Context: an optimization exercise on an open-source flow, tuned for small area, a short achievable clock period and few clock cycles. The choices shown serve that exercise and are no tape-out recipe.
Where RTL was checked, it was by simulation tests only, not by an equivalence proof against the original.
No functional check of the RTL was part of runs 6 and 7.

**flow/flow/run.sh**
```bash
#!/bin/bash
set -euo pipefail
export BUFFER_PORTS_ARGS="-buffer_cell sky130_fd_sc_hd__buf_1"
bash standard.sh > standard.log 2>&1
```
**flow/standard.sh**
```bash
#!/bin/bash
# synth_recipe.tcl (not shown) runs the flow's synth.tcl, then flattens the netlist and writes it again
# the make line also repeats each setting of config.mk as NAME=value (left out here)
make -C /OpenROAD-flow-scripts/flow DESIGN_CONFIG=/design/flow/config.mk WORK_HOME=/design/flow/orfs CLKGATE_MAP_FILE= SYNTH_SCRIPT=/design/flow/synth_recipe.tcl "${@:-finish}"
```
**flow/config.mk**
```make
export PLATFORM = sky130hd
export DESIGN_NAME = divisor_clk
export DESIGN_NICKNAME = divisor_clk
export VERILOG_FILES = /design/flow/design.v
export SDC_FILE = /design/flow/constraint.sdc
export NUM_CORES = 4
export LEC_CHECK = 0
export ABC_AREA = 1
export CAP_MARGIN = 5
export CORE_MARGIN = 2
export CORE_UTILIZATION = 40
export PLACE_DENSITY = 0.6
export SLEW_MARGIN = 5
```
**flow/constraint.sdc**
```tcl
create_clock -name core_clock -period 110.0 [get_ports {clk}]
set_input_delay 22.0000 -clock core_clock [delete_from_list [all_inputs] [get_ports {clk}]]
set_output_delay 22.0000 -clock core_clock [all_outputs]
set_load 0.01 [all_outputs]
```
**flow/design.v**
```verilog
`timescale 1ns / 1ps
module divisor_clk #(parameter WIDTH = 24,
                 parameter WIDTHZ = (WIDTH*2))
(
    input logic clk,
    input logic arst,
    input logic start,
    input logic [WIDTH-1:0] a,
    input logic [WIDTH-1:0] b,
    output logic done,
    output logic div_by_zero,
    output logic [WIDTH-1:0] q,
    output logic [WIDTH-1:0] f,
    output logic [WIDTHZ-1:0] z
);
    localparam K = 7;
    logic             busy;
    logic [2:0]       cnt;         
    logic [WIDTH-1:0] rem;         
    logic [WIDTH-1:0] div;         
    logic [WIDTHZ-1:0] qd;         
    logic             dz;          
    assign dz = (div == '0);
    logic [WIDTH-1:0]  rem_init;
    logic [WIDTHZ-1:0] qd_init;
    logic [2:0]       cnt_init;
    always_comb begin
        rem_init = '0;
        qd_init  = {1'b0, a, 23'b0};
        cnt_init = 3'd6;
        if ((|b[23:13])) begin
            rem_init = {13'b0, a[23:11]};
            qd_init  = {a[10:0], 37'b0};
            cnt_init = 3'd4;
        end
        if ((|b[23:20])) begin
            rem_init = {20'b0, a[23:4]};
            qd_init  = {a[3:0], 44'b0};
            cnt_init = 3'd3;
        end
    end
    logic [WIDTH-1:0]  r_s [0:K];
    logic [WIDTHZ-1:0] q_s [0:K];
    assign r_s[0] = rem;
    assign q_s[0] = qd;
    for (genvar i = 0; i < K; i++) begin : g_step
        logic [WIDTH:0] x, y, t;
        logic qb;
        assign x = {r_s[i], q_s[i][WIDTHZ-1]};
        assign y = {1'b0, div};
        logic [WIDTH+1:0] g, p;
        logic [WIDTH+2:0] bw;
        assign g = {1'b0, ~x & y};
        assign p = {1'b0, ~(x ^ y)};
        assign bw[0] = 1'b0;
        for (genvar j = 0; j <= WIDTH; j = j + 2) begin : g_grp
            logic gg, pp;
            assign gg = g[j+1] | (p[j+1] & g[j]);
            assign pp = p[j+1] & p[j];
            assign bw[j+1] = g[j] | (p[j] & bw[j]);
            assign bw[j+2] = gg | (pp & bw[j]);
        end
        assign t = x ^ y ^ bw[WIDTH:0];
        assign qb = ~t[WIDTH];
        assign r_s[i+1] = qb ? t[WIDTH-1:0] : x[WIDTH-1:0];
        assign q_s[i+1] = {q_s[i][WIDTHZ-2:0], qb};
    end
    always_ff @(posedge clk or posedge arst) begin
        if (arst) begin
            busy <= 1'b0;
            done <= 1'b0;
            cnt <= '0;
            div_by_zero <= 1'b0;
        end else begin
            done <= 1'b0;
            if (busy) begin
                div_by_zero <= dz;
                if (cnt == 0 || dz) begin
                    busy <= 1'b0;
                    done <= 1'b1;
                end
                cnt <= cnt - 1'b1;
            end else if (start) begin
                busy <= 1'b1;
                cnt <= cnt_init;
            end
        end
    end
    always_ff @(posedge clk) begin
        div <= b;
        if (busy) begin
            rem <= r_s[K];
            qd  <= dz ? '0 : q_s[K];
        end else begin
            rem <= rem_init;
            qd  <= qd_init;
        end
    end
    assign q = qd[WIDTHZ-1:WIDTH];
    assign f = qd[WIDTH-1:0];
    assign z = qd;
endmodule
```
==> impl_results.md, run 1 <==
- Area leader, netlist: ha_1
- Post-cts resize count: 0
- Starting Density: 40.7%
- Hold depth: 2
- Global-route wire length before repair: 55100 µm
- Placed cells: roughly 2200
- Diodes inserted: 0
- Routed length per instance: 15.7 µm
- End of the worst register-to-register path: rem[11]
- Hold buffer count at cts: 0
- Hold Vio Cnt, Final: 0
- M3 GR Usage: 2.88%
- Core area: 30700 µm²
- Overall Global Routing Usage: a little over a fifth
- R2r worst-path depth: ~200
- Setup CP Type: in2reg
- Mapped Area: 12500 µm²
- Cell mode on critical path: inv_1
- Status: complete, no violations
- Filler cells: 3131
- EDFF count, synth: 0
- RSZ-0062 raised after global routing: false
- Final WL: 34000 µm
- Final worst slack: 86.42 ns
- Clock slew at reported path FFs: 0.07 ns
- CTS tree: built
- Setup TNS: 0 ns
- CP Cell Sequence: buf_1 > or4_1 > nor2_1 > nand2_1 > inv_1 > nor2_1 > inv_1 > o22ai_1 > inv_1 > nand2_1
- Synth area leaders: ha_1, dfxtp_1, nand2_1
- Setup bufs post-CTS: 0
- Layout cells sized above 1: under 10%
- Initial antenna violation count: 0
- Least-Margin Pin Slew: 0.938 ns
- Flop2flop setup slack: 86.82 ns
- CP max FO: 21
- Final Non-Filler Cells: 2174
- Max-Cap Viols: 0
- Avg Synthesized Cell Area: 7.35 µm²
- Final net count: 2067
- Synth async-reset ratio: 5.88%
- Cts bufs inserted: 9
- Sequential area share after synthesis: 16.6%
- Syn-to-layout area delta: 6.14%
- Ys flop type: dfxtp_1
- Vias/cell: 4.95
- Largest net degree at the start of global routing: 47
- Delay-heaviest family, CP: simple AND/OR/NAND/NOR gates
- Die ar.: approximately 33000 µm²
- Hold wc startpoint: qd[8]
- GR met1 Demand/Resource: 27.4%
- Fin util: 43.2%
- Worst reg2reg path startpoint: div[1]
- Seq cells post-synth: 102
- Post-route minimum period: around 24 ns
- CTS max path bufs: 2
- DIE WIDTH: 181 µm
- Hold Crit Endpoint: qd[15]
- DP Wirelength: 27500 µm
- DRC: 0
- Routed Antenna Nets: 0
- Crit path max-delay cell type: or4_1
- Clk root buf: clkbuf_16
- Arrival time at the worst endpoint: 23.84 ns
- Pins Over Slew Limit: 0
- Critical Path End Type: register
- Min-delay worst type: reg2reg
- Row count: 64
- Synth warnings: 3
- Number of global-route vias before repair: 10400
- Crit path buf inv count: 4
- Slew HR: 37.3%
- M2 GR Usage: 36.7%
- Critical path depth: 10
- H-tree level count: 3
- Count of unique library cells instantiated by Yosys: 43
- CTS Sinks: 102
- Final Setup Violations: 0
- Commonest cells post-synth: nand2_1, inv_1, ha_1
- Num ports: 149
- Mapped Nets: 1994
- Routability congestion estimate: between 0.8 and 0.9
- DIE HEIGHT: 181 µm
- Place WS: 86.03 ns
- Period utilization: 21.4%
- Congestion Overflow GR: 0
- Biggest cell delay along the critical path: 0.59 ns
- Clock skew: 0.0120 ns
- Most numerous cell in the Yosys netlist: nand2_1
- Syn Inst Count: between 1500 and 2000
- Top cell type's share of synthesized area: 16.7%
- Grt peak-use layer: met2
- Vias: 10800
- Initial DRC count: 653
- Req. time, crit path: ~110 ns
- Drt pass-1 iters: 7
- FMAX: 42.4 MHz
- I/O Buffers: 148
- Clk latency of the worst-skew pair: 0.37 ns
- Startpoint types: input pin
-- cells in the final DEF, fill, tap and decap left out, types with 2 or more instances in the layout --
cell / synthesis / final
a21oi_1: 78 / 78
a22oi_1: 4 / 4
a31oi_1: 3 / 3
and2_1: 4 / 4
buf_1: 0 / 148
buf_4: 56 / 7
clkbuf_16: 0 / 9
clkbuf_8: 1 / 2
clkinv_1: 18 / 18
clkinvlp_4: 0 / 2
dfrtp_1: 6 / 6
dfxtp_1: 96 / 96
fa_1: 76 / 76
ha_1: 167 / 167
inv_1: 234 / 234
inv_2: 14 / 14
mux2_2: 10 / 10
mux2i_1: 2 / 2
nand2_1: 437 / 437
nand2_2: 80 / 80
nand2_4: 6 / 6
nand3_1: 85 / 85
nand3_2: 24 / 24
nand4_1: 2 / 2
nor2_1: 42 / 42
nor3_1: 4 / 4
nor4_1: 5 / 5
o211ai_1: 3 / 3
o21ai_0: 82 / 82
o21ai_1: 13 / 13
o21ai_2: 7 / 7
o221ai_1: 8 / 8
o22ai_1: 10 / 10
xnor2_1: 62 / 62
xor2_1: 19 / 19
-- metal layers --
metal  wire length, µm  share of wire, %
met1             15500                46
met2             16000                47
met3              1580               4.7
met4               935               2.7
met5                 0                 0
-- metrics by stage --
step	area, µm²	hold slack (ns)
floorplan	12500	0.465
global placement	12900	0.430
detailed placement	12900	0.437
CTS	13300	0.449
global route	13300	0.469
finish	13300	0.443
-- worst max-delay path by stage --
| stage | to | slack [ns] | from |
|---|---|---|---|
| 5_1_grt | rem[11] | 84.47 | div[1] |
| 3_3_place_gp | rem[9] | 86.07 | b[19] |
| 3_5_place_dp | rem[7] | 86.03 | b[19] |
| 4_1_cts | rem[7] | 86.42 | b[19] |
| 6_report | rem[7] | 86.42 | b[19] |
| 2_1_floorplan | rem[1] | 86.58 | b[19] |
-- worst min-delay path, delay by kind of cell (launching register included) --
family,cells,cell delay (ns)
AND/OR/NAND/NOR,1,0.03
buffers and inverters,1,0.05
flip-flops,1,0.32
-- final cells by class --
cell class              instances  area (µm²)  area share, %
flip-flops and latches        102        2070           15.6
clock buffers                  11         253           1.91
well taps                     396         495           3.74
repair buffers                155         608           4.58
inverters                     267        1000           7.57
multi-input cells            1238        8770           66.1
clock inverters                 5        65.1          0.491
-- cell families (layout without fill, tap and decap cells) --
group | Yosys count | count (layout) | share of synthesized area (%)
simple gates | 692 | 692 | 25.3
buf+inv | 360 | 438 | 13.3
fa+ha+maj | 243 | 243 | 28.9
compound gates | 210 | 210 | 9.25
flops | 102 | 102 | 16.6
xor+xnor | 81 | 81 | 5.68
mux | 12 | 12 | 1.06
-- registers in the layout, indices dropped and copies added (netlist names) --
| register | flops |
|---|---|
| done | 1 |
| div | 24 |
| div_by_zero | 1 |
| busy | 1 |
| rem | 24 |
| qd | 48 |
| cnt | 3 |
Testbench counts, summed over its fixed seeds: cycles 16,768.
==> run 2, diff against run 1 <==
--- a/flow/config.mk
+++ b/flow/config.mk
@@ -7,4 +7,4 @@
 export LEC_CHECK = 0
-export ABC_AREA = 1
-export CAP_MARGIN = 5
+export ABC_AREA = 0
+export CAP_MARGIN = 20
 export CORE_MARGIN = 2
@@ -12,2 +12,2 @@
 export PLACE_DENSITY = 0.6
-export SLEW_MARGIN = 5
+export SLEW_MARGIN = 20
==> run 2 against run 1 <==
Non-clock buffer count grew 13. Global-route usage grew 2.8 points. First-iteration DRC count shrank 1.7%. Area after synthesis rose by 3.0%. Sequential share of layout area shrank 0.69 points. Count of clock-buffer cells in the layout shrank 2. Worst setup slack got worse by 0.53 ns. Routed wire length rose by 17%. Fmax down 2.2%.
==> impl_results.md, run 2 <==
- Vias/cell: 5.67 (+15%)
- FMAX: 41.5 MHz (-2.2%)
- Drt pass-1 iters: 5 (-2)
- Cts bufs inserted: 9 (unchanged)
- Crit path buf inv count: 2 (-2)
- Least-Margin Pin Slew: 1.06 ns (+0.127 ns)
- RSZ-0062 raised after global routing: false
- Delay-heaviest family, CP: simple AND/OR/NAND/NOR gates
- DP Wirelength: 32700 µm (+19%)
- Biggest cell delay along the critical path: 1.00 ns (+0.41 ns)
- Hold depth: 1 (-1)
- Critical Path End Type: register
- DIE HEIGHT: 183 µm (+1.5%)
- Clk root buf: clkbuf_16
- H-tree level count: 3 (unchanged)
- CP startpoint: b[23]
- Area leader, netlist: ha_1
- Row count: 65 (+1.6%)
- Ys flop type: dfxtp_1
- Diodes inserted: 0 (unchanged)
- Fin util: 43.9% (+0.61 points)
- Vias: 11000 (+2.7%)
- Mapped Nets: 1746 (-12%)
- Crit path max-delay cell type: nor2_1
- EDFF count, synth: 0 (unchanged)
- Synth async-reset ratio: 5.88% (unchanged)
- Commonest cells post-synth: ha_1, a21oi_1, dfxtp_1
- Sequential area share after synthesis: 16.1% (-0.48 points)
- Period utilization: 21.9% (+0.48 points)
- Post-cts resize count: 0 (unchanged)
- Synth area leaders: ha_1, dfxtp_1, fa_1
- Hold Vio Cnt, Final: 0 (unchanged)
- CTS max path bufs: 2 (unchanged)
- Congestion Overflow GR: 0 (unchanged)
- Most numerous cell in the Yosys netlist: ha_1
- Slew HR: 29.0% (-8.3 points)
- Clock skew: 0.0134 ns (+0.00141 ns)
- I/O Buffers: 148 (unchanged)
- CP Cell Sequence: buf_1 > nor4_2 > buf_4 > nand3_1 > nor2_1 > a22o_1
- End of the worst register-to-register path: rem[7]
- Routability congestion estimate: 0.922 (+6.3%)
- Seq cells post-synth: 102 (unchanged)
- Mapped Area: 12900 µm² (+3.0%)
- Die ar.: 33600 µm² (+2.9%)
- Num ports: 149 (unchanged)
- Biggest regs: qd: 48 flops, div: 24 flops, rem: 24 flops
- Setup TNS: 0 ns (unchanged)
- Global-route wire length before repair: 61900 µm (+12%)
- Hold buffer count at cts: 0 (unchanged)
- Post-route minimum period: 24.10 ns (+0.526 ns)
- Top cell type's share of synthesized area: 16.2% (-0.49 points)
- Setup CP Type: in2reg
- Status: complete, no violations
- CTS tree: built
- Req. time, crit path: 110.31 ns (+0.05 ns)
- Hold wc startpoint: cnt[0]
- Final Setup Violations: 0 (unchanged)
- Most common cell after layout, fill and taps aside: ha_1
- Min-delay worst type: reg2reg
- Layout cells sized above 1: 7.50% (-2.0 points)
- Core area: 31600 µm² (+3.2%)
- Worst reg2reg path startpoint: div[1]
- Avg Synthesized Cell Area: 8.86 µm² (+21%)
- Initial antenna violation count: 0 (unchanged)
- Most frequent cells in the layout: ha_1, buf_1, a21oi_1
- CP max FO: 14 (-33%)
- R2r worst-path depth: 92 (-53%)
- Starting Density: 40.7% (-0.063 points)
- Max-Cap Viols: 0 (unchanged)
- Routed Antenna Nets: 0 (unchanged)
- Flop2flop setup slack: 87.08 ns (+0.26 ns)
- Syn Inst Count: 1452 (-15%)
- Count of unique library cells instantiated by Yosys: 76 (+77%)
- Pins Over Slew Limit: 0 (unchanged)
- Final net count: 1836 (-11%)
- Top reg by flops: qd
- DRC: 0 (unchanged)
- Final WL: 39800 µm (+17%)
- Overall Global Routing Usage: 24.0% (+2.8 points)
- Syn-to-layout area delta: 7.81%
- CTS Sinks: 102 (unchanged)
- Hold Crit Endpoint: cnt[0]
- Setup bufs post-CTS: 0 (unchanged)
- Number of global-route vias before repair: 10900 (+4.5%)
- Clk latency of the worst-skew pair: 0.38 ns (about the same)
- Largest net degree at the start of global routing: 41 (-13%)
- Routed length per instance: 20.4 µm (+30%)
- Clock slew at reported path FFs: 0.08 ns (about the same)
- DIE WIDTH: 183 µm (+1.5%)
- Filler cells: 3094 (-1.2%)
- Startpoint types: input pin
- Initial DRC count: 642 (-1.7%)
- Arrival time at the worst endpoint: 24.41 ns (+0.57 ns)
- Synth warnings: 3 (unchanged)
- Largest register FFs: 48 (unchanged)
## run 2: layout make-up
cell class	count	area, µm²	area share, %
Clock buffer	9	225	1.62
Sequential cell	102	2070	14.9
Tap cell	402	503	3.63
Clock inverter	7	73.8	0.532
Multi-Input combinational cell	1167	9940	71.7
Timing Repair Buffer	168	706	5.09
Inverter	94	353	2.54
## run 2: routing by layer
metal / GRT usage [%] / routed length [µm]
met4: 6.18 / 703
met1: 31.0 / 17600
met5: 0 / 0
met3: 1.97 / 1900
met2: 43.1 / 19600
## run 2: logic make-up after synthesis
family          count (synthesis)  synth area share [%]
compound gates                392                  20.5
xor+xnor                       85                  5.84
fa+ha+maj                     246                  28.3
buf+inv                       183                  6.92
flops                         102                  16.1
mux                           127                  10.5
simple gates                  317                  11.8
## run 2: per-stage QoR
step	std cells	hold WS (ns)	worst slack, ns	area [µm²]
global placement	1933	0.469	85.48	13600
global route	1949	0.523	85.39	13900
floorplan	1452	0.447	86.03	12900
detailed placement	1933	0.479	85.51	13600
finish	1949	0.490	85.90	13900
CTS	1949	0.490	85.88	13900
## run 2: worst max path at each step
stage                  end  cells after the start
floorplan           rem[3]                      6
global placement    qd[36]                      6
detailed placement  rem[4]                      8
global route        rem[7]                     95
CTS                 rem[4]                      8
finish              qd[36]                      6
==> run 3, diff against run 2 <==
--- a/flow/config.mk
+++ b/flow/config.mk
@@ -7,3 +7,3 @@
 export LEC_CHECK = 0
-export ABC_AREA = 0
+export ABC_AREA = 1
 export CAP_MARGIN = 20
@@ -11,2 +11,4 @@
 export CORE_UTILIZATION = 40
+export CTS_CLUSTER_DIAMETER = 200
+export CTS_CLUSTER_SIZE = 40
 export PLACE_DENSITY = 0.6
==> run 3 against run 2 <==
First-iteration DRC count up 1.7%. Utilization down 0.61 points. Critical endpoint is now rem[7]. Fmax up 2.2%. Still clean on timing, DRC and antenna. Area after synthesis down 2.9%. Via count down 2.6%. Hold slack worse by 0.047 ns. Largest cell class unchanged.
==> impl_results.md, run 3 <==
- Critical Path End Type: register
- Clock slew at reported path FFs: 0.07 ns (about the same)
- Global-route wire length before repair: 55100 µm (-11%)
- Sequential area share after synthesis: 16.6% (+0.48 points)
- Seq cells post-synth: 102 (unchanged)
- Core area: 30700 µm² (-3.1%)
- Adder-cell share of the synthesized area: 28.9% (+0.60 points)
- Mapped Nets: 1994 (+14%)
- Least-Margin Pin Slew: 0.938 ns (-0.127 ns)
- Hold wc startpoint: qd[8]
- Most common cell after layout, fill and taps aside: nand2_1
- Avg Synthesized Cell Area: 7.35 µm² (-17%)
- Hold buffer count at cts: 0 (unchanged)
- Commonest cells post-synth: nand2_1, inv_1, ha_1
- Biggest regs: qd: 48 flops, div: 24 flops, rem: 24 flops
- Xor-xnor portion of the synthesized cell area: 5.68% (-0.17 points)
- Final net count: 2067 (+13%)
- Setup bufs post-CTS: 0 (unchanged)
- Num ports: 149 (unchanged)
- Most numerous cell in the Yosys netlist: nand2_1
- Final Setup Violations: 0 (unchanged)
- DIE WIDTH: 181 µm (-1.4%)
- Pins Over Slew Limit: 0 (unchanged)
- Number of global-route vias before repair: 10400 (-4.3%)
- Worst reg2reg path startpoint: div[1]
- H-tree level count: 3 (unchanged)
- Crit path max-delay cell type: or4_1
- Clk latency of the worst-skew pair: 0.37 ns (about the same)
- EDFF count, synth: 0 (unchanged)
- Routability congestion estimate: 0.868 (-6.0%)
- WL met1: 15500 µm (-12%)
- DIE HEIGHT: 181 µm (-1.4%)
- Min-delay worst type: reg2reg
- Largest family of logic cells by synthesized area: adder cells
- Row count: 64 (-1.5%)
- Synth warnings: 3 (unchanged)
- Mux contribution to synthesized area: 1.06% (-9.5 points)
- Most frequent cells in the layout: nand2_1, inv_1, ha_1
- Area leader, netlist: ha_1
- Met2 wire length: 16000 µm (-18%)
- CP max FO: 21 (+7)
- CTS tree: built
- DP Wirelength: 27500 µm (-16%)
- CP Cell Sequence: buf_1 > or4_1 > nor2_1 > nand2_1 > inv_1 > nor2_1 > inv_1 > o22ai_1 > inv_1 > nand2_1
- Setup TNS: 0 ns (unchanged)
- Syn-to-layout area delta: 6.14%
- Biggest cell delay along the critical path: 0.59 ns (-0.41 ns)
- Top reg by flops: qd
- Period utilization: 21.4% (-0.48 points)
- Post-cts resize count: 0 (unchanged)
- Routed Antenna Nets: 0 (unchanged)
- Layout cells sized above 1: 9.45% (+2.0 points)
- Req. time, crit path: 110.26 ns (-0.05 ns)
- Synth async-reset ratio: 5.88% (unchanged)
- Vias/cell: 4.95 (-13%)
- CTS max path bufs: 2 (unchanged)
- RSZ-0062 raised after global routing: false
- Hold Crit Endpoint: qd[15]
- Metal3 WL: 1580 µm (-17%)
- Drt pass-1 iters: 7 (+2)
- Largest net degree at the start of global routing: 47 (+15%)
- Post-route minimum period: 23.58 ns (-0.526 ns)
- Overall Global Routing Usage: 21.3% (-2.8 points)
- Clk root buf: clkbuf_16
- Flop2flop setup slack: 86.82 ns (-0.26 ns)
- Slew HR: 37.3% (+8.3 points)
- Vias: 10800 (-2.6%)
- Cts bufs inserted: 9 (unchanged)
- Status: complete, no violations
- Filler cells: 3131 (+1.2%)
- CTS Sinks: 102 (unchanged)
- Max-Cap Viols: 0 (unchanged)
- Count of unique library cells instantiated by Yosys: 43 (-43%)
- Setup CP Type: in2reg
- Arrival time at the worst endpoint: 23.84 ns (-0.57 ns)
- Largest register FFs: 48 (unchanged)
- Hold Vio Cnt, Final: 0 (unchanged)
- Mapped Area: 12500 µm² (-2.9%)
- DRC: 0 (unchanged)
- Hold depth: 2 (+1)
- Initial DRC count: 653 (+1.7%)
- I/O Buffers: 148 (unchanged)
- Post-synthesis compound-gate area fraction: 9.25% (-11 points)
- Top cell type's share of synthesized area: 16.7% (+0.49 points)
- Routed length per instance: 15.7 µm (-23%)
- Ys flop type: dfxtp_1
- Simple-Gate Fraction of Synth Area: 25.3% (+13 points)
- Syn Inst Count: 1700 (+17%)
- Die ar.: 32700 µm² (-2.8%)
- FMAX: 42.4 MHz (+2.2%)
- R2r worst-path depth: 197 (+110%)
- Congestion Overflow GR: 0 (unchanged)
- Starting Density: 40.7% (+0.063 points)
- Synth area leaders: ha_1, dfxtp_1, nand2_1
- Cell mode on critical path: inv_1
- Final WL: 34000 µm (-14%)
- Top Metal Used: met4
- Initial antenna violation count: 0 (unchanged)
- End of the worst register-to-register path: rem[11]
- Clock skew: 0.0120 ns (-0.00141 ns)
- Startpoint types: input pin
- Diodes inserted: 0 (unchanged)
run 3: cell count changes after synthesis, sizes merged, moves of 19 or more:
cell | before | now
a21oi | 99 | 78
mux2 | 64 | 10
nand2b | 23 | 0
nand3 | 17 | 110
a211oi | 19 | 0
nand2 | 92 | 523
nor2 | 82 | 42
and3 | 23 | 0
mux2i | 63 | 2
inv | 92 | 248
a21o | 70 | 0
o21a | 21 | 0
run 3: logic make-up (layout without fill, tap and decap cells):
group           count (synthesis)  in the layout
compound gates                210            210
buf+inv                       360            438
simple gates                  692            692
mux                            12             12
fa+ha+maj                     243            243
xor+xnor                       81             81
flops                         102            102
run 3: per-layer routing:
layer	track usage, %	up-vias
met3	2.88	55
met5	0	-
li1	-	5484
met2	36.7	270
met1	27.4	4946
met4	6.84	0
run 3: through the flow:
step           hold slack [ns]  utilization, %  cells  worst slack [ns]  instance area [µm²]
2_1_floorplan            0.465               -   1700             86.58                12500
3_3_place_gp             0.430            42.2   2158             86.07                12900
3_5_place_dp             0.437            42.2   2158             86.03                12900
4_1_cts                  0.449            43.2   2174             86.42                13300
5_1_grt                  0.469            43.2   2174             84.47                13300
6_report                 0.443            43.2   2174             86.42                13300
run 3: layout make-up:
class	count	area (µm²)	share of cell area, %
multi-input cells	1238	8770	66.1
flip-flops and latches	102	2070	15.6
inverters	267	1000	7.57
repair buffers	155	608	4.58
well taps	396	495	3.74
clock buffers	11	253	1.91
clock inverters	5	65.1	0.491
run 3: how the worst max path moves through the flow:
stage	from	endpoint	slack (ns)	depth (start not counted)
final	b[19]	rem[7]	86.42	10
after global routing	div[1]	rem[11]	84.47	198
after global placement	b[19]	rem[9]	86.07	10
after floorplan	b[19]	rem[1]	86.58	10
after detailed placement	b[19]	rem[7]	86.03	10
after CTS	b[19]	rem[7]	86.42	10
run 3: critical path: cells and delay by family:
kind            cells  cell delay [ns]
simple gates        5             0.96
buf+inv             4             0.74
compound gates      1             0.15
==> run 4, diff against run 3 <==
--- a/flow/config.mk
+++ b/flow/config.mk
@@ -10,6 +10,5 @@
 export CORE_MARGIN = 2
-export CORE_UTILIZATION = 40
-export CTS_CLUSTER_DIAMETER = 200
-export CTS_CLUSTER_SIZE = 40
-export PLACE_DENSITY = 0.6
+export CORE_UTILIZATION = 60
+export CTS_BUF_LIST = sky130_fd_sc_hd__clkbuf_8
+export PLACE_DENSITY = 0.75
 export SLEW_MARGIN = 20
==> run 4 against run 3 <==
Still clean on timing, DRC and antenna. Non-clock buffer count up 1. Final cell count is 5.7% lower. Via count rose by 1.8%. Worst setup slack worse by 0.49 ns. Global-route usage up 8.9 points. Synthesized cell count unchanged. Utilization grew 21 points. Final area down 1.7%. Clock skew down 0.0023 ns. Largest cell class unchanged. Highest routed layer unchanged.
==> impl_results.md, run 4 <==
- H-tree level count: 3 (unchanged)
- Status: complete, no violations
- Mapped Area: 12500 µm² (unchanged)
- Routed Antenna Nets: 0 (unchanged)
- EDFF count, synth: 0 (unchanged)
- Core area: 20400 µm² (-34%)
- Max-Cap Viols: 0 (unchanged)
- Synth area leaders: ha_1, dfxtp_1, nand2_1
- Commonest cells post-synth: nand2_1, inv_1, ha_1
- Critical Path End Type: register
- R2r worst-path depth: 200 (+1.5%)
- Syn Inst Count: 1700 (unchanged)
- FMAX: 41.6 MHz (-2.0%)
- Final net count: 2068 (+0.048%)
- Syn-to-layout area delta: 4.31%
- Final Setup Violations: 0 (unchanged)
- Top cell type's share of synthesized area: 16.7% (unchanged)
- Avg Synthesized Cell Area: 7.35 µm² (unchanged)
- CP max FO: 46 (+120%)
- CTS max path bufs: 2 (unchanged)
- DP Wirelength: 26200 µm (-4.8%)
- Vias/cell: 5.34 (+8.0%)
- Clock skew: 0.00974 ns (-0.00225 ns)
- Post-cts resize count: 0 (unchanged)
- Initial antenna violation count: 0 (unchanged)
- Hold Crit Endpoint: qd[10]
- Setup TNS: 0 ns (unchanged)
- Synth warnings: 3 (unchanged)
- Hold buffer count at cts: 0 (unchanged)
- Final WL: 32500 µm (-4.4%)
- Biggest regs: qd: 48 flops, div: 24 flops, rem: 24 flops
- Synth async-reset ratio: 5.88% (unchanged)
- Routed length per instance: 15.9 µm (+1.4%)
- Sequential area share after synthesis: 16.6% (unchanged)
- Arrival time at the worst endpoint: 24.39 ns (+0.55 ns)
- Overall Global Routing Usage: 30.1% (+8.9 points)
- Vias: 10900 (+1.8%)
- Seq cells post-synth: 102 (unchanged)
- End of the worst register-to-register path: rem[9]
- Initial DRC count: 651 (-0.31%)
- RSZ-0062 raised after global routing: false
- Post-route minimum period: 24.06 ns (+0.486 ns)
- Global-route wire length before repair: 52900 µm (-4.1%)
- Pins Over Slew Limit: 0 (unchanged)
- Clock slew at reported path FFs: 0.11 ns (+0.04 ns)
- Startpoint types: register
- Number of global-route vias before repair: 10600 (+1.1%)
- DIE HEIGHT: 148 µm (-18%)
- Hold wc startpoint: qd[3]
- Req. time, crit path: 110.33 ns (+0.07 ns)
- Min-delay worst type: reg2reg
- CTS tree: built
- Routability congestion estimate: 0.941 (+8.5%)
- Largest register FFs: 48 (unchanged)
- Setup CP Type: reg2reg
- Clk latency of the worst-skew pair: 0.38 ns (about the same)
- Crit path max-delay cell type: dfxtp_1
- Setup bufs post-CTS: 0 (unchanged)
- Most frequent cells in the layout: nand2_1, inv_1, ha_1
- DIE WIDTH: 148 µm (-18%)
- Most numerous cell in the Yosys netlist: nand2_1
- Layout cells sized above 1: 9.56% (+0.11 points)
- Count of unique library cells instantiated by Yosys: 43 (unchanged)
- Period utilization: 21.9% (+0.44 points)
- CTS Sinks: 102 (unchanged)
- Die ar.: 22000 µm² (-33%)
- Hold Vio Cnt, Final: 0 (unchanged)
- Worst reg2reg path startpoint: div[1]
- Ys flop type: dfxtp_1
- I/O Buffers: 148 (unchanged)
- DRC: 0 (unchanged)
- Row count: 52 (-19%)
- Slew HR: 37.2% (-0.14 points)
- Drt pass-1 iters: 5 (-2)
- Hold depth: 2 (unchanged)
- Num ports: 149 (unchanged)
- Starting Density: 61.4% (+21 points)
- Area leader, netlist: ha_1
- Flop2flop setup slack: 85.94 ns (-0.88 ns)
- Congestion Overflow GR: 0 (unchanged)
- Mapped Nets: 1994 (unchanged)
- Biggest cell delay along the critical path: 0.66 ns (+0.07 ns)
- Least-Margin Pin Slew: 0.941 ns (+0.00307 ns)
- Largest net degree at the start of global routing: 47 (unchanged)
- Cts bufs inserted: 9 (unchanged)
- Cell mode on critical path: nand2_1
- Most common cell after layout, fill and taps aside: nand2_1
- Diodes inserted: 0 (unchanged)
- Clk root buf: clkbuf_8
- Top reg by flops: qd
run 4: worst max-delay path, delay by kind of cell (launching register included):
kind,cells,cell delay (ns)
compound gates,6,0.93
buf+inv,15,3.55
simple gates,170,15.35
fa+ha+maj,7,2.53
flops,1,0.66
mux,2,0.84
run 4: metrics by stage:
| stage | cells | hold slack (ns) | utilization (%) | cell area, µm² | worst slack, ns |
|---|---|---|---|---|---|
| after floorplan | 1700 | 0.465 | - | 12500 | 86.58 |
| after global placement | 2033 | 0.434 | 62.8 | 12800 | 86.17 |
| after detailed placement | 2033 | 0.434 | 62.8 | 12800 | 85.90 |
| after CTS | 2049 | 0.453 | 64.0 | 13000 | 85.81 |
| after global routing | 2049 | 0.476 | 64.0 | 13000 | 83.52 |
| final | 2049 | 0.450 | 64.0 | 13000 | 85.94 |
run 4: routing by layer:
metal | wire, µm | vias up | global-route usage (%) | part of all wire [%]
met5 | 0 | - | 0 | 0
met2 | 15600 | 356 | 52.9 | 48
met3 | 2150 | 53 | 4.20 | 6.6
met1 | 14000 | 5057 | 38.8 | 43
met4 | 760 | 0 | 8.52 | 2.3
li1 | - | 5479 | - | -
run 4: how the worst max path moves through the flow:
stage          startpoint  endpoint  slack (ns)  depth (start not counted)
3_5_place_dp       div[1]    rem[9]       85.90                        200
3_3_place_gp        b[19]    rem[2]       86.17                         10
4_1_cts            div[1]    rem[9]       85.81                        200
6_report           div[1]    rem[9]       85.94                        200
5_1_grt            div[1]   rem[10]       83.52                        200
2_1_floorplan       b[19]    rem[1]       86.58                         10
run 4: layout make-up:
class                      instances  area, µm²
clock inverter                     7        114
clock buffer                       9        124
multi-input combinational       1238       8770
inverter                         267       1000
timing repair buffer             156        616
sequential                       102       2070
tap                              270        338
fill                            1861       7330
run 4: cells by family after synthesis:
group | synth area share (%)
xor+xnor | 5.68
flops | 16.6
buf+inv | 13.3
simple gates | 25.3
fa+ha+maj | 28.9
mux | 1.06
compound gates | 9.25
==> run 5, diff against run 4 <==
--- a/flow/config.mk
+++ b/flow/config.mk
@@ -10,5 +10,5 @@
 export CORE_MARGIN = 2
-export CORE_UTILIZATION = 60
+export CORE_UTILIZATION = 75
 export CTS_BUF_LIST = sky130_fd_sc_hd__clkbuf_8
-export PLACE_DENSITY = 0.75
+export PLACE_DENSITY = 0.85
 export SLEW_MARGIN = 20
==> run 5 against run 4 <==
Still clean on timing, DRC and antenna. Via count increased by 3.3%. Hold slack improved by 0.0047 ns. Utilization up 15 points. Highest routed layer unchanged.
==> impl_results.md, run 5 <==
- Commonest cells post-synth: nand2_1, inv_1, ha_1
- End of the worst register-to-register path: rem[10]
- Die ar.: 17700 µm² (-19%)
- Crit path buf inv count: 17 (+2)
- Req. time, crit path: 110.28 ns (-0.05 ns)
- Final WL: 33000 µm (+1.4%)
- DIE HEIGHT: 133 µm (-10%)
- DIE WIDTH: 133 µm (-10%)
- Clock skew: 0.0169 ns (+0.00718 ns)
- Final Non-Filler Cells: 2002 (-2.3%)
- Diodes inserted: 0 (unchanged)
- Crit path max-delay cell type: dfxtp_1
- Placed cells: 1986 (-2.3%)
- Max-Cap Viols: 0 (unchanged)
- Biggest cell delay along the critical path: 0.66 ns (about the same)
- Setup bufs post-CTS: 0 (unchanged)
- Sequential area share after synthesis: 16.6% (unchanged)
- Vias: 11300 (+3.3%)
- Top cell type's share of synthesized area: 16.7% (unchanged)
- Global-route wire length before repair: 53000 µm (+0.22%)
- Synth async-reset ratio: 5.88% (unchanged)
- Mapped Area: 12500 µm² (unchanged)
- Largest register FFs: 48 (unchanged)
- Core area: 16400 µm² (-19%)
- Routed Antenna Nets: 0 (unchanged)
- Clk latency of the worst-skew pair: 0.39 ns (about the same)
- Clk root buf: clkbuf_8
- Initial DRC count: 853 (+31%)
- Setup TNS: 0 ns (unchanged)
- Initial antenna violation count: 0 (unchanged)
- Drt pass-1 iters: 7 (+2)
- Seq cells post-synth: 102 (unchanged)
- Routability congestion estimate: 0.935 (-0.67%)
- RSZ-0062 raised after global routing: false
- EDFF count, synth: 0 (unchanged)
- CTS tree: built
- Vias/cell: 5.64 (+5.7%)
- Most frequent cells in the layout: nand2_1, inv_1, ha_1
- Critical path depth: 205 (+2.5%)
- Cell mode on critical path: nand2_1
- Biggest regs: qd: 48 flops, div: 24 flops, rem: 24 flops
- Num ports: 149 (unchanged)
- FMAX: 41.4 MHz (-0.42%)
- Final net count: 2071 (+0.15%)
- CTS Sinks: 102 (unchanged)
- Pins Over Slew Limit: 0 (unchanged)
- Routed length per instance: 16.5 µm (+3.8%)
- Mapped Nets: 1994 (unchanged)
- I/O Buffers: 148 (unchanged)
- DRC: 0 (unchanged)
- Startpoint types: register
- Cts bufs inserted: 9 (unchanged)
- Synth area leaders: ha_1, dfxtp_1, nand2_1
- R2r worst-path depth: 205 (+2.5%)
- Most common cell after layout, fill and taps aside: nand2_1
- CTS max path bufs: 2 (unchanged)
- Critical Path End Type: register
- Ys flop type: dfxtp_1
- Area leader, netlist: ha_1
- CP max FO: 46 (unchanged)
- Number of global-route vias before repair: 10800 (+2.0%)
- Slew HR: 41.3% (+4.1 points)
- Largest net degree at the start of global routing: 47 (unchanged)
- Period utilization: 22.0% (+0.092 points)
- Syn Inst Count: 1700 (unchanged)
- Least-Margin Pin Slew: 0.880 ns (-0.0610 ns)
- Syn-to-layout area delta: 3.66%
- Most numerous cell in the Yosys netlist: nand2_1
- Post-route minimum period: 24.17 ns (+0.101 ns)
- Hold buffer count at cts: 0 (unchanged)
- Count of unique library cells instantiated by Yosys: 43 (unchanged)
- Post-cts resize count: 0 (unchanged)
- Starting Density: 76.2% (+15 points)
- Avg Synthesized Cell Area: 7.35 µm² (unchanged)
- Layout cells sized above 1: 9.65% (+0.096 points)
- Final Setup Violations: 0 (unchanged)
- Worst reg2reg path startpoint: div[1]
- Clock slew at reported path FFs: 0.12 ns (about the same)
- Delay-heaviest family, CP: simple AND/OR/NAND/NOR gates
- CP startpoint: div[1]
- Synth warnings: 3 (unchanged)
- Flop2flop setup slack: 85.83 ns (-0.10 ns)
- Setup CP Type: reg2reg
- Status: complete, no violations
- DP Wirelength: 26300 µm (+0.35%)
- Congestion Overflow GR: 0 (unchanged)
- Arrival time at the worst endpoint: 24.44 ns (+0.05 ns)
- H-tree level count: 3 (unchanged)
- Crit path to: rem[10]
- Min-delay worst type: reg2reg
- Hold Vio Cnt, Final: 0 (unchanged)
- Row count: 47 (-9.6%)
- Top reg by flops: qd
- Overall Global Routing Usage: 37.7% (+7.6 points)
run 5: cell counts after synthesis:
No cell type changed its count.
run 5: final cells by class:
cell class	count	area, µm²
Clock buffer	9	124
Clock inverter	7	75.1
Fill cell	1242	3450
Inverter	267	1000
Multi-Input combinational cell	1238	8770
Sequential cell	102	2070
Tap cell	220	275
Timing Repair Buffer	159	638
run 5: per-stage QoR:
| step | setup slack [ns] | area, µm² | hold slack, ns | util, % |
|---|---|---|---|---|
| global route | 83.87 | 13000 | 0.469 | 79.0 |
| detailed placement | 86.19 | 12800 | 0.430 | 77.7 |
| CTS | 86.17 | 13000 | 0.449 | 79.0 |
| global placement | 86.23 | 12800 | 0.434 | 77.7 |
| finish | 85.83 | 13000 | 0.455 | 79.0 |
| floorplan | 86.58 | 12500 | 0.465 | - |
run 5: metal layers:
metal / global-route usage, % / vias up / wire [µm]
li1: - / 5497 / -
met1: 47.7 / 5248 / 13700
met2: 64.3 / 456 / 15600
met3: 5.21 / 100 / 2340
met4: 16.8 / 0 / 1380
met5: 0 / - / 0
run 5: kinds of logic (layout without fill, tap and decap cells):
kind of cell,after synthesis,after routing,synth area share (%)
adder cells (fa/ha/maj),243,243,28.9
buffers and inverters,360,442,13.3
flip-flops,102,102,16.6
multiplexers,12,12,1.06
XOR/XNOR,81,81,5.68
AO/OA/AOI/OAI,210,210,9.25
AND/OR/NAND/NOR,692,692,25.3
run 5: how the worst min path moves through the flow:
stage,startpoint,to,depth (start not counted)
2_1_floorplan,qd[3],qd[10],2
3_3_place_gp,qd[12],qd[19],2
3_5_place_dp,qd[11],qd[18],2
4_1_cts,qd[14],qd[21],2
5_1_grt,qd[0],qd[7],2
6_report,qd[14],qd[21],2
run 5: worst register-to-register path, delay by kind of cell (launching register included):
kind / cells / cell delay (ns)
simple gates: 173 / 14.89
buf+inv: 17 / 4.20
fa+ha+maj: 7 / 2.49
compound gates: 6 / 0.89
mux: 2 / 0.85
flops: 1 / 0.66
==> run 6, diff against run 5 <==
--- a/flow/design.v
+++ b/flow/design.v
@@ -39,2 +39,12 @@
             cnt_init = 3'd3;
+        end
+        if ((b[23] & ~|a[23:20])) begin
+            rem_init = {a[20:0], 3'b0};
+            qd_init  = '0;
+            cnt_init = 3'd2;
+        end
+        if ((b[23] & ~|a[23:13])) begin
+            rem_init = {a[13:0], 10'b0};
+            qd_init  = '0;
+            cnt_init = 3'd1;
         end
--- a/flow/config.mk
+++ b/flow/config.mk
@@ -10,5 +10,4 @@
 export CORE_MARGIN = 2
-export CORE_UTILIZATION = 75
-export CTS_BUF_LIST = sky130_fd_sc_hd__clkbuf_8
-export PLACE_DENSITY = 0.85
+export CORE_UTILIZATION = 40
+export PLACE_DENSITY = 0.6
 export SLEW_MARGIN = 20
==> run 6 against run 5 <==
Fmax decreased by 0.65%. Global-route usage decreased by 14 points. Utilization decreased by 36 points. First-iteration DRC count decreased by 36%. Non-clock buffer count decreased by 1. Hold slack got worse by 0.0084 ns. Via count increased by 2.8%. Critical path type unchanged. Largest cell class unchanged. Highest routed layer unchanged.
==> impl_results.md, run 6 <==
- Status: complete, no violations
- EDFF count, synth: 0 (unchanged)
- Critical path depth: 205 (unchanged)
- Cts bufs inserted: 9 (unchanged)
- Commonest cells post-synth: nand2_1, inv_1, ha_1
- Final worst slack: 85.68 ns (-0.159 ns)
- DP Area: 13600 µm² (+6.6%)
- Min-delay worst type: reg2reg
- H-tree level count: 3 (unchanged)
- DIE HEIGHT: 185 µm (+39%)
- Vias: 11600 (+2.8%)
- Starting Density: 40.5% (-36 points)
- CTS max path bufs: 2 (unchanged)
- CTS tree: built
- Fin area: 13900 µm² (+7.4%)
- Avg Synthesized Cell Area: 7.30 µm² (-0.74%)
- Syn Inst Count: 1797 (+5.7%)
- Congestion Overflow GR: 0 (unchanged)
- Row count: 66 (+40%)
- Place WS: 85.44 ns (-0.752 ns)
- Vias/cell: 5.03 (-11%)
- Post-route minimum period: 24.32 ns (+0.159 ns)
- Clk latency of the worst-skew pair: 0.35 ns (-0.04 ns)
- Layout cells sized above 1: 10.6% (+0.94 points)
- Top reg by flops: qd
- CP max FO: 46 (unchanged)
- Area leader, netlist: ha_1
- Slew HR: 42.1% (+0.83 points)
- Least-Margin Pin Slew: 0.868 ns (-0.0124 ns)
- Final Setup Violations: 0 (unchanged)
- Count of unique library cells instantiated by Yosys: 53 (+23%)
- DP Wirelength: 32000 µm (+22%)
- Largest register FFs: 48 (unchanged)
- Synth async-reset ratio: 5.88% (unchanged)
- Synth warnings: 3 (unchanged)
- Most common cell after layout, fill and taps aside: nand2_1
- Mapped Nets: 2091 (+4.9%)
- Hold buffer count at cts: 0 (unchanged)
- Biggest cell delay along the critical path: 0.68 ns (+0.02 ns)
- Req. time, crit path: 110.28 ns (about the same)
- Biggest regs: qd: 48 flops, div: 24 flops, rem: 24 flops
- Crit path max-delay cell type: dfxtp_1
- Num ports: 149 (unchanged)
- Final WL: 39600 µm (+20%)
- Core area: 32400 µm² (+97%)
- Clock slew at reported path FFs: 0.08 ns (-0.04 ns)
- Delay-heaviest family, CP: simple AND/OR/NAND/NOR gates
- Period utilization: 22.1% (+0.14 points)
- Synth area leaders: ha_1, dfxtp_1, nand2_1
- Pins Over Slew Limit: 0 (unchanged)
- Max-Cap Viols: 0 (unchanged)
- DRC: 0 (unchanged)
- Initial antenna violation count: 0 (unchanged)
- Global-route wire length before repair: 61700 µm (+16%)
- Number of global-route vias before repair: 11100 (+2.8%)
- Top cell type's share of synthesized area: 15.9% (-0.79 points)
- Critical Path End Type: register
- Arrival time at the worst endpoint: 24.60 ns (+0.16 ns)
- Sequential area share after synthesis: 15.8% (-0.78 points)
- R2r worst-path depth: 205 (unchanged)
- Setup TNS: 0 ns (unchanged)
- Crit path buf inv count: 18 (+1)
- Drt pass-1 iters: 7 (unchanged)
- Initial DRC count: 550 (-36%)
- Routed Antenna Nets: 0 (unchanged)
- Diodes inserted: 0 (unchanged)
- Ys flop type: dfxtp_1
- Clock skew: 0.0140 ns (-0.00295 ns)
- Hold depth: 2 (unchanged)
- FMAX: 41.1 MHz (-0.65%)
- DIE WIDTH: 185 µm (+39%)
- Most frequent cells in the layout: nand2_1, inv_1, ha_1
- Mapped Area: 13100 µm² (+4.9%)
- Overall Global Routing Usage: 23.5% (-14 points)
- RSZ-0062 raised after global routing: false
- Final net count: 2158 (+4.2%)
- Startpoint types: register
- Setup bufs post-CTS: 0 (unchanged)
- Syn-to-layout area delta: 6.11%
- Largest net degree at the start of global routing: 47 (unchanged)
- CTS Sinks: 102 (unchanged)
- Clk root buf: clkbuf_16
- Routability congestion estimate: 0.947 (+1.3%)
- Post-cts resize count: 0 (unchanged)
- Routed length per instance: 17.1 µm (+3.9%)
- Most numerous cell in the Yosys netlist: nand2_1
- I/O Buffers: 148 (unchanged)
- Seq cells post-synth: 102 (unchanged)
- Hold Vio Cnt, Final: 0 (unchanged)
- Cell mode on critical path: nand2_1
- Die ar.: 34200 µm² (+93%)
- Setup CP Type: reg2reg
## run 6: cell types whose count changed after synthesis, sizes merged, moves of 3 or more
| cell | change |
|---|---|
| o221ai | -7 |
| nand2 | +21 |
| o21ai | +20 |
| clkinv | -4 |
| o2111ai | +3 |
| o22ai | +8 |
| clkbuf | +8 |
| a32o | +11 |
| nor2 | +13 |
| nand3 | +25 |
| mux2 | -10 |
## run 6: final cells by class
type	count	area [µm²]
Tap cell	442	553
Timing Repair Buffer	158	631
Sequential cell	102	2070
Clock inverter	7	85.1
Multi-Input combinational cell	1330	9360
Clock buffer	9	225
Inverter	263	987
Fill cell	3392	18500
## run 6: cells by family (layout without fill, tap and decap cells)
kind of cell    after synthesis  in the layout  synth area share, %
buf+inv                     365            437                 12.8
xor+xnor                     81             81                 5.41
flops                       102            102                 15.8
compound gates              247            247                 10.8
fa+ha+maj                   243            243                 27.5
mux                           2              2                0.153
simple gates                757            757                 27.5
## run 6: worst reg2reg max path, delay by kind of cell, from the launching register on
family	cells	cell delay (ns)
xor+xnor	1	0.13
mux	1	0.42
flops	1	0.68
compound gates	7	1.05
fa+ha+maj	8	2.93
buf+inv	18	5.00
simple gates	170	14.05
## run 6: metal layers
metal	wire length (µm)	GRT usage (%)	vias up	share of wire (%)
met5	0	0	-	0
met1	17700	29.2	5449	45
met4	1540	9.46	0	3.9
li1	-	-	5840	-
met2	19200	42.1	269	49
met3	1150	1.61	62	2.9
## run 6: worst paths after layout
path | start | end | slack, ns
worst max-delay path | div[1] | rem[23] | 85.68
worst min-delay path | qd[13] | qd[20] | 0.45
worst max register to register | div[1] | rem[23] | 85.68
worst min register to register | qd[13] | qd[20] | 0.45
max in group asynchronous | arst | busy | 88.22
min in group asynchronous | arst | busy | 21.55
## run 6: per-stage QoR
step           util [%]  instances  hold WS [ns]
4_1_cts            43.0       2311         0.450
3_3_place_gp       42.0       2295         0.432
3_5_place_dp       42.0       2295         0.438
2_1_floorplan         -       1797         0.459
6_report           43.0       2311         0.446
5_1_grt            43.0       2311         0.469
==> run 7, diff against run 6 <==
--- a/flow/design.v
+++ b/flow/design.v
@@ -31,3 +31,3 @@
         if ((|b[23:13])) begin
-            rem_init = {13'b0, a[23:11]};
+            rem_init = a >> 11;
             qd_init  = {a[10:0], 37'b0};
@@ -36,3 +36,3 @@
         if ((|b[23:20])) begin
-            rem_init = {20'b0, a[23:4]};
+            rem_init = a >> 4;
             qd_init  = {a[3:0], 44'b0};
@@ -41,10 +41,5 @@
         if ((b[23] & ~|a[23:20])) begin
-            rem_init = {a[20:0], 3'b0};
+            rem_init = a << 3;
             qd_init  = '0;
             cnt_init = 3'd2;
-        end
-        if ((b[23] & ~|a[23:13])) begin
-            rem_init = {a[13:0], 10'b0};
-            qd_init  = '0;
-            cnt_init = 3'd1;
         end
==> run 7 against run 6 <==
Sequential cell count unchanged. Clock skew about the same. Utilization up 0.11 points. Hold slack better by 0.0037 ns. Register-to-register slack better by 0.76 ns. Routed wire length down 3.4%. Area after synthesis down 2.2%. Synthesized cell count down 1.6%.
==> impl_results.md, run 7 <==
- Clock skew: 0.0136 ns (-0.000352 ns)
- CTS max path bufs: 2 (unchanged)
- GR met1 Demand/Resource: 29.7% (+0.52 points)
- DP Area: 13300 µm² (-2.2%)
- Synth async-reset ratio: 5.88% (unchanged)
- Largest net degree at the start of global routing: 58 (+23%)
- Slew HR: 41.0% (-1.1 points)
- Layout cells sized above 1: 9.63% (-0.96 points)
- Seq cells post-synth: 102 (unchanged)
- Mapped Nets: 2063 (-1.3%)
- Overall Global Routing Usage: 23.4% (-0.13 points)
- EDFF count, synth: 0 (unchanged)
- Sequential area share after synthesis: 16.2% (+0.35 points)
- Min-delay worst type: reg2reg
- M2 GR Usage: 41.9% (-0.26 points)
- CP max FO: 16 (-65%)
- Setup bufs post-CTS: 0 (unchanged)
- Largest register FFs: 48 (unchanged)
- CTS Sinks: 102 (unchanged)
- Synth warnings: 3 (unchanged)
- Fin area: 13600 µm² (-2.3%)
- Grt peak-use layer: met2
- Setup TNS: 0 ns (unchanged)
- DP Wirelength: 30600 µm (-4.5%)
- Startpoint types: input pin
- Final Setup Violations: 0 (unchanged)
- Global-route wire length before repair: 60900 µm (-1.4%)
- Vias: 11500 (-0.61%)
- Placed cells: 2234 (-2.7%)
- Clk root buf: clkbuf_16
- Worst reg2reg path startpoint: div[1]
- FMAX: 41.6 MHz (+1.3%)
- Period utilization: 21.8% (-0.28 points)
- Critical Path End Type: register
- Most frequent cells in the layout: nand2_1, inv_1, ha_1
- Top cell type's share of synthesized area: 16.3% (+0.35 points)
- CTS tree: built
- Max-Cap Viols: 0 (unchanged)
- Post-cts resize count: 0 (unchanged)
- Cts bufs inserted: 9 (unchanged)
- Avg Synthesized Cell Area: 7.25 µm² (-0.63%)
- DRC: 0 (unchanged)
- Hold depth: 2 (unchanged)
- End of the worst register-to-register path: rem[9]
- H-tree level count: 3 (unchanged)
- DIE WIDTH: 183 µm (-1.1%)
- I/O Buffers: 148 (unchanged)
- Most numerous cell in the Yosys netlist: nand2_1
- Mapped Area: 12800 µm² (-2.2%)
- Starting Density: 40.6% (+0.14 points)
- Clock slew at reported path FFs: 0.07 ns (about the same)
- Syn Inst Count: 1769 (-1.6%)
- Most common cell after layout, fill and taps aside: nand2_1
- Final WL: 38200 µm (-3.4%)
- Hold Crit Endpoint: qd[17]
- Area leader, netlist: ha_1
- Clk latency of the worst-skew pair: 0.37 ns (+0.02 ns)
- Hold Vio Cnt, Final: 0 (unchanged)
- Routability congestion estimate: 0.958 (+1.2%)
- RSZ-0062 raised after global routing: false
- Routed Antenna Nets: 0 (unchanged)
- Post-route minimum period: 24.02 ns (-0.305 ns)
- Count of unique library cells instantiated by Yosys: 47 (-11%)
- Ys flop type: dfxtp_1
- R2r worst-path depth: 207 (+0.98%)
- Die ar.: 33500 µm² (-2.1%)
- Number of global-route vias before repair: 11000 (-0.70%)
- Fin util: 43.1% (+0.11 points)
- M3 GR Usage: 1.91% (+0.29 points)
- Hold buffer count at cts: 0 (unchanged)
- Flop2flop setup slack: 86.44 ns (+0.76 ns)
- Req. time, crit path: 110.28 ns (about the same)
- Setup CP Type: in2reg
- Syn-to-layout area delta: 6.00%
- Final Non-Filler Cells: 2250 (-2.6%)
- Initial DRC count: 680 (+24%)
- Congestion Overflow GR: 0 (unchanged)
- Initial antenna violation count: 0 (unchanged)
- Pins Over Slew Limit: 0 (unchanged)
- Synth area leaders: ha_1, dfxtp_1, nand2_1
- Commonest cells post-synth: nand2_1, inv_1, ha_1
- Drt pass-1 iters: 5 (-2)
- Hold wc startpoint: qd[10]
- Status: complete, no violations
- Top reg by flops: qd
- Final net count: 2137 (-0.97%)
- Least-Margin Pin Slew: 0.884 ns (+0.0162 ns)
- Core area: 31600 µm² (-2.5%)
- DIE HEIGHT: 183 µm (-1.1%)
- Row count: 65 (-1.5%)
- Arrival time at the worst endpoint: 24.30 ns (-0.30 ns)
- Biggest regs: qd: 48 flops, div: 24 flops, rem: 24 flops
- Vias/cell: 5.13 (+2.1%)
- Routed length per instance: 17.0 µm (-0.74%)
- Num ports: 149 (unchanged)
- Diodes inserted: 0 (unchanged)
## run 7: cell count changes after synthesis, sizes merged, moves of 3 or more
cell and change:
clkbuf -5, nand3 +6, o22ai -4, inv -3, nor2 -3, nand2 -6
a32o -10, a32oi +5, o2111ai -3
## run 7: cell families (layout without fill, tap and decap cells)
kind of cell	Yosys count	after routing	synth area share, %
XOR/XNOR	81	81	5.53
AO/OA/AOI/OAI	234	234	10.0
buffers and inverters	359	438	13.1
AND/OR/NAND/NOR	748	748	26.8
multiplexers	2	2	0.156
adder cells (fa/ha/maj)	243	243	28.2
flip-flops	102	102	16.2
## run 7: worst max path at each step
stage                      start       to  slack [ns]  cells past startpoint
after floorplan            b[19]  rem[10]       86.48                     10
after global placement     b[23]   qd[31]       85.71                      8
after detailed placement   b[23]   qd[23]       85.65                      8
after CTS                  b[23]   qd[28]       86.02                      8
after global routing      div[1]   rem[9]       83.83                    208
final                      b[23]   qd[28]       85.98                      8
## run 7: layout make-up
| type | count | area [µm²] |
|---|---|---|
| inverter | 260 | 991 |
| clock buffer | 10 | 229 |
| multi-input combinational | 1308 | 9070 |
| clock inverter | 6 | 68.8 |
| tap | 402 | 503 |
| fill | 3262 | 18000 |
| sequential | 102 | 2070 |
| timing repair buffer | 162 | 661 |
## run 7: metal layers
metal	wire, µm	part of all wire, %	vias up
met3	1780	4.7	61
met5	0	0	-
met4	1020	2.7	0
met1	16700	44	5406
li1	-	-	5750
met2	18700	49	332
## run 7: through the flow
step,setup slack (ns),hold slack (ns)
after global placement,85.71,0.440
after global routing,83.83,0.480
after detailed placement,85.65,0.439
after CTS,86.02,0.454
after floorplan,86.48,0.459
final,85.98,0.450
## run 7: critical path, stage by stage
cell	delay (ns)
buf_1	0.11
nor3_1	0.24
inv_1	0.12
nor2_1	0.38
inv_1	0.37
nor2_1	0.44
nand2_1	0.36
o21ai_0	0.28
==> run 8, diff against run 7 <==
--- a/flow/design.v
+++ b/flow/design.v
@@ -39,7 +39,2 @@
             cnt_init = 3'd3;
-        end
-        if ((b[23] & ~|a[23:20])) begin
-            rem_init = a << 3;
-            qd_init  = '0;
-            cnt_init = 3'd2;
         end
==> run 8 against run 7 <==
Still clean. First-iteration DRC count fell by 4.0%. Register-to-register slack improved by 0.38 ns. Final cell count fell by 3.4%. Fmax rose by 1.9%.
==> impl_results.md, run 8 <==
- Status: complete, no violations
- Synth warnings: 3 (unchanged)
- Routed length per instance: 15.7 µm (-7.9%)
- Seq cells post-synth: 102 (unchanged)
- Clock slew at reported path FFs: 0.07 ns (about the same)
- Die ar.: 32700 µm² (-2.5%)
- Register area: 2070 µm² (about the same)
- Biggest regs: qd: 48 flops, div: 24 flops, rem: 24 flops
- Setup TNS: 0 ns (unchanged)
- Slew HR: 37.3% (-3.7 points)
- Drt pass-1 iters: 7 (+2)
- Largest register FFs: 48 (unchanged)
- CTS tree: built
- Startpoint types: input pin
- Congestion Overflow GR: 0 (unchanged)
- Cell mode on critical path: inv_1
- Largest net degree at the start of global routing: 47 (-19%)
- Row count: 64 (-1.5%)
- Starting Density: 40.7% (+0.097 points)
- Critical Path End Type: register
- Final net count: 2067 (-3.3%)
- Num ports: 149 (unchanged)
- Count of unique library cells instantiated by Yosys: 43 (-8.5%)
- Avg Synthesized Cell Area: 7.35 µm² (+1.4%)
- H-tree level count: 3 (unchanged)
- Number of global-route vias before repair: 10400 (-4.9%)
- Crit path max-delay cell type: or4_1
- Req. time, crit path: 110.26 ns (-0.02 ns)
- Synth area leaders: ha_1, dfxtp_1, nand2_1
- Ys flop type: dfxtp_1
- Arrival time at the worst endpoint: 23.84 ns (-0.46 ns)
- Syn-to-layout area delta: 6.14%
- Vias/cell: 4.95 (-3.6%)
- Min-delay worst type: reg2reg
- Period utilization: 21.4% (-0.40 points)
- Clk root buf: clkbuf_16
- Setup CP Type: in2reg
- EDFF count, synth: 0 (unchanged)
- DRC: 0 (unchanged)
- Final worst slack: 86.42 ns (+0.441 ns)
- Combined area of the multi-input logic cells: 8770 µm² (-3.4%)
- Place WS: 86.03 ns (+0.377 ns)
- Synth async-reset ratio: 5.88% (unchanged)
- CTS Sinks: 102 (unchanged)
- Area leader, netlist: ha_1
- Hold buffer count at cts: 0 (unchanged)
- Post-route minimum period: 23.58 ns (-0.441 ns)
- Final WL: 34000 µm (-11%)
- RSZ-0062 raised after global routing: false
- Diodes inserted: 0 (unchanged)
- Overall Global Routing Usage: 21.3% (-2.1 points)
- Routability congestion estimate: 0.868 (-9.4%)
- Routed Antenna Nets: 0 (unchanged)
- Initial antenna violation count: 0 (unchanged)
- Max-Cap Viols: 0 (unchanged)
- Most numerous cell in the Yosys netlist: nand2_1
- Top reg by flops: qd
- DIE WIDTH: 181 µm (-1.3%)
- Most common cell after layout, fill and taps aside: nand2_1
- Clock skew: 0.0120 ns (-0.00162 ns)
- Pins Over Slew Limit: 0 (unchanged)
- Mapped Nets: 1994 (-3.3%)
- FMAX: 42.4 MHz (+1.9%)
- Cts bufs inserted: 9 (unchanged)
- Layout cells sized above 1: 9.45% (-0.18 points)
- Top cell type's share of synthesized area: 16.7% (+0.43 points)
- Post-cts resize count: 0 (unchanged)
- Mapped Area: 12500 µm² (-2.6%)
- Clk latency of the worst-skew pair: 0.37 ns (about the same)
- Sequential area share after synthesis: 16.6% (+0.43 points)
- CP max FO: 21 (+5)
- Filler cells: 3131 (-4.0%)
- CTS max path bufs: 2 (unchanged)
- Vias: 10800 (-6.9%)
- CP Cell Sequence: buf_1 > or4_1 > nor2_1 > nand2_1 > inv_1 > nor2_1 > inv_1 > o22ai_1 > inv_1 > nand2_1
- Syn Inst Count: 1700 (-3.9%)
- Global-route wire length before repair: 55100 µm (-9.4%)
- Least-Margin Pin Slew: 0.938 ns (+0.0541 ns)
- Hold Vio Cnt, Final: 0 (unchanged)
- Core area: 30700 µm² (-2.8%)
- DIE HEIGHT: 181 µm (-1.3%)
- I/O Buffers: 148 (unchanged)
- Final Setup Violations: 0 (unchanged)
- Setup bufs post-CTS: 0 (unchanged)
- Most frequent cells in the layout: nand2_1, inv_1, ha_1
- Commonest cells post-synth: nand2_1, inv_1, ha_1
- Biggest cell delay along the critical path: 0.59 ns (+0.15 ns)
- Initial DRC count: 653 (-4.0%)
- DP Wirelength: 27500 µm (-10%)
run 8: changes by cell type after synthesis, moves of 5 or more:
cell      delta
nand2_1     -20
inv_1        +6
clkinv_1     +6
nand2_2      +5
nor2_1      -10
mux2_2      +10
nand3_1     -22
nand3_2      -9
a32oi_1      -5
o21ai_0     -22
o221ai_1     +5
run 8: metal layers:
layer / part of all wire, % / GRT usage (%)
met5: 0 / 0
met4: 2.7 / 6.84
met2: 47 / 36.7
met1: 46 / 27.4
met3: 4.7 / 2.88
run 8: per-stage QoR:
step / utilization [%] / instance area [µm²] / hold WS [ns] / cells
global route: 43.2 / 13300 / 0.469 / 2174
finish: 43.2 / 13300 / 0.443 / 2174
detailed placement: 42.2 / 12900 / 0.437 / 2158
CTS: 43.2 / 13300 / 0.449 / 2174
global placement: 42.2 / 12900 / 0.430 / 2158
floorplan: - / 12500 / 0.465 / 1700
run 8: worst paths after layout:
check                           endpoint    from  slack, ns  depth (start not counted)
worst max register to register   rem[11]  div[1]      86.82                        197
worst min register to register    qd[15]   qd[8]       0.44                          2
min in group asynchronous         cnt[2]    arst      21.52                          2
worst max-delay path              rem[7]   b[19]      86.42                         10
worst min-delay path              qd[15]   qd[8]       0.44                          2
max in group asynchronous           busy    arst      88.29                          2
run 8: final cells by class:
| cell class | instances | share of cell area, % |
|---|---|---|
| well taps | 396 | 3.74 |
| clock buffers | 11 | 1.91 |
| clock inverters | 5 | 0.491 |
| repair buffers | 155 | 4.58 |
| inverters | 267 | 7.57 |
| flip-flops and latches | 102 | 15.6 |
| multi-input cells | 1238 | 66.1 |
run 8: worst max-delay path, delay by kind of cell:
family,cells,cell delay [ns]
compound gates,1,0.15
buf+inv,4,0.74
simple gates,5,0.96
run 8: cell families after synthesis:
group / count (synthesis) / synth area share [%]
and+or+nand+nor: 692 / 25.3
xor gates and xnor gates: 81 / 5.68
DFF: 102 / 16.6
muxes: 12 / 1.06
buffers and inverters: 360 / 13.3
AOI/OAI and AO/OA: 210 / 9.25
adders and majority gates: 243 / 28.9
Testbench counts of run 8, summed over its fixed seeds: cycles 16,768.

## static timing again, ports no longer ideal
No port has a modelled driver above. Below, the same layouts with a new extraction and two added sets of constraints.
Step 1: set_driving_cell puts a clkbuf_16 on clk and a buf_2 on each other input, an assumption about the parent block.
Step 2 times the ports against the registers' clock, not the clock port: input delays grow and output delays shrink by t, the midpoint of the rising clock arrivals with the driver on.
Three values: no drivers, after step 1, after step 2; two values: the first two.
run	t (ns)	setup slack, ns	worst slew at a driven data input, ns
run 1	0.412	86.422 / 86.451 / 86.039	0.04
run 2	0.417	85.895 / 85.920 / 85.503	0.06
run 3	0.412	86.422 / 86.451 / 86.039	0.04
run 4	0.419	85.936 / 85.936 / 85.936	0.04
run 5	0.419	85.835 / 85.835 / 85.835	0.05
run 6	0.394	85.676 / 85.676 / 85.400	0.06
run 7	0.412	85.981 / 86.004 / 85.592	0.06
run 8	0.412	86.422 / 86.451 / 86.039	0.04
After both steps every run listed still meets setup and hold. The setup slack of run 2, which loses most, moves by +0.025 ns with the drivers and by -0.392 ns with both steps.
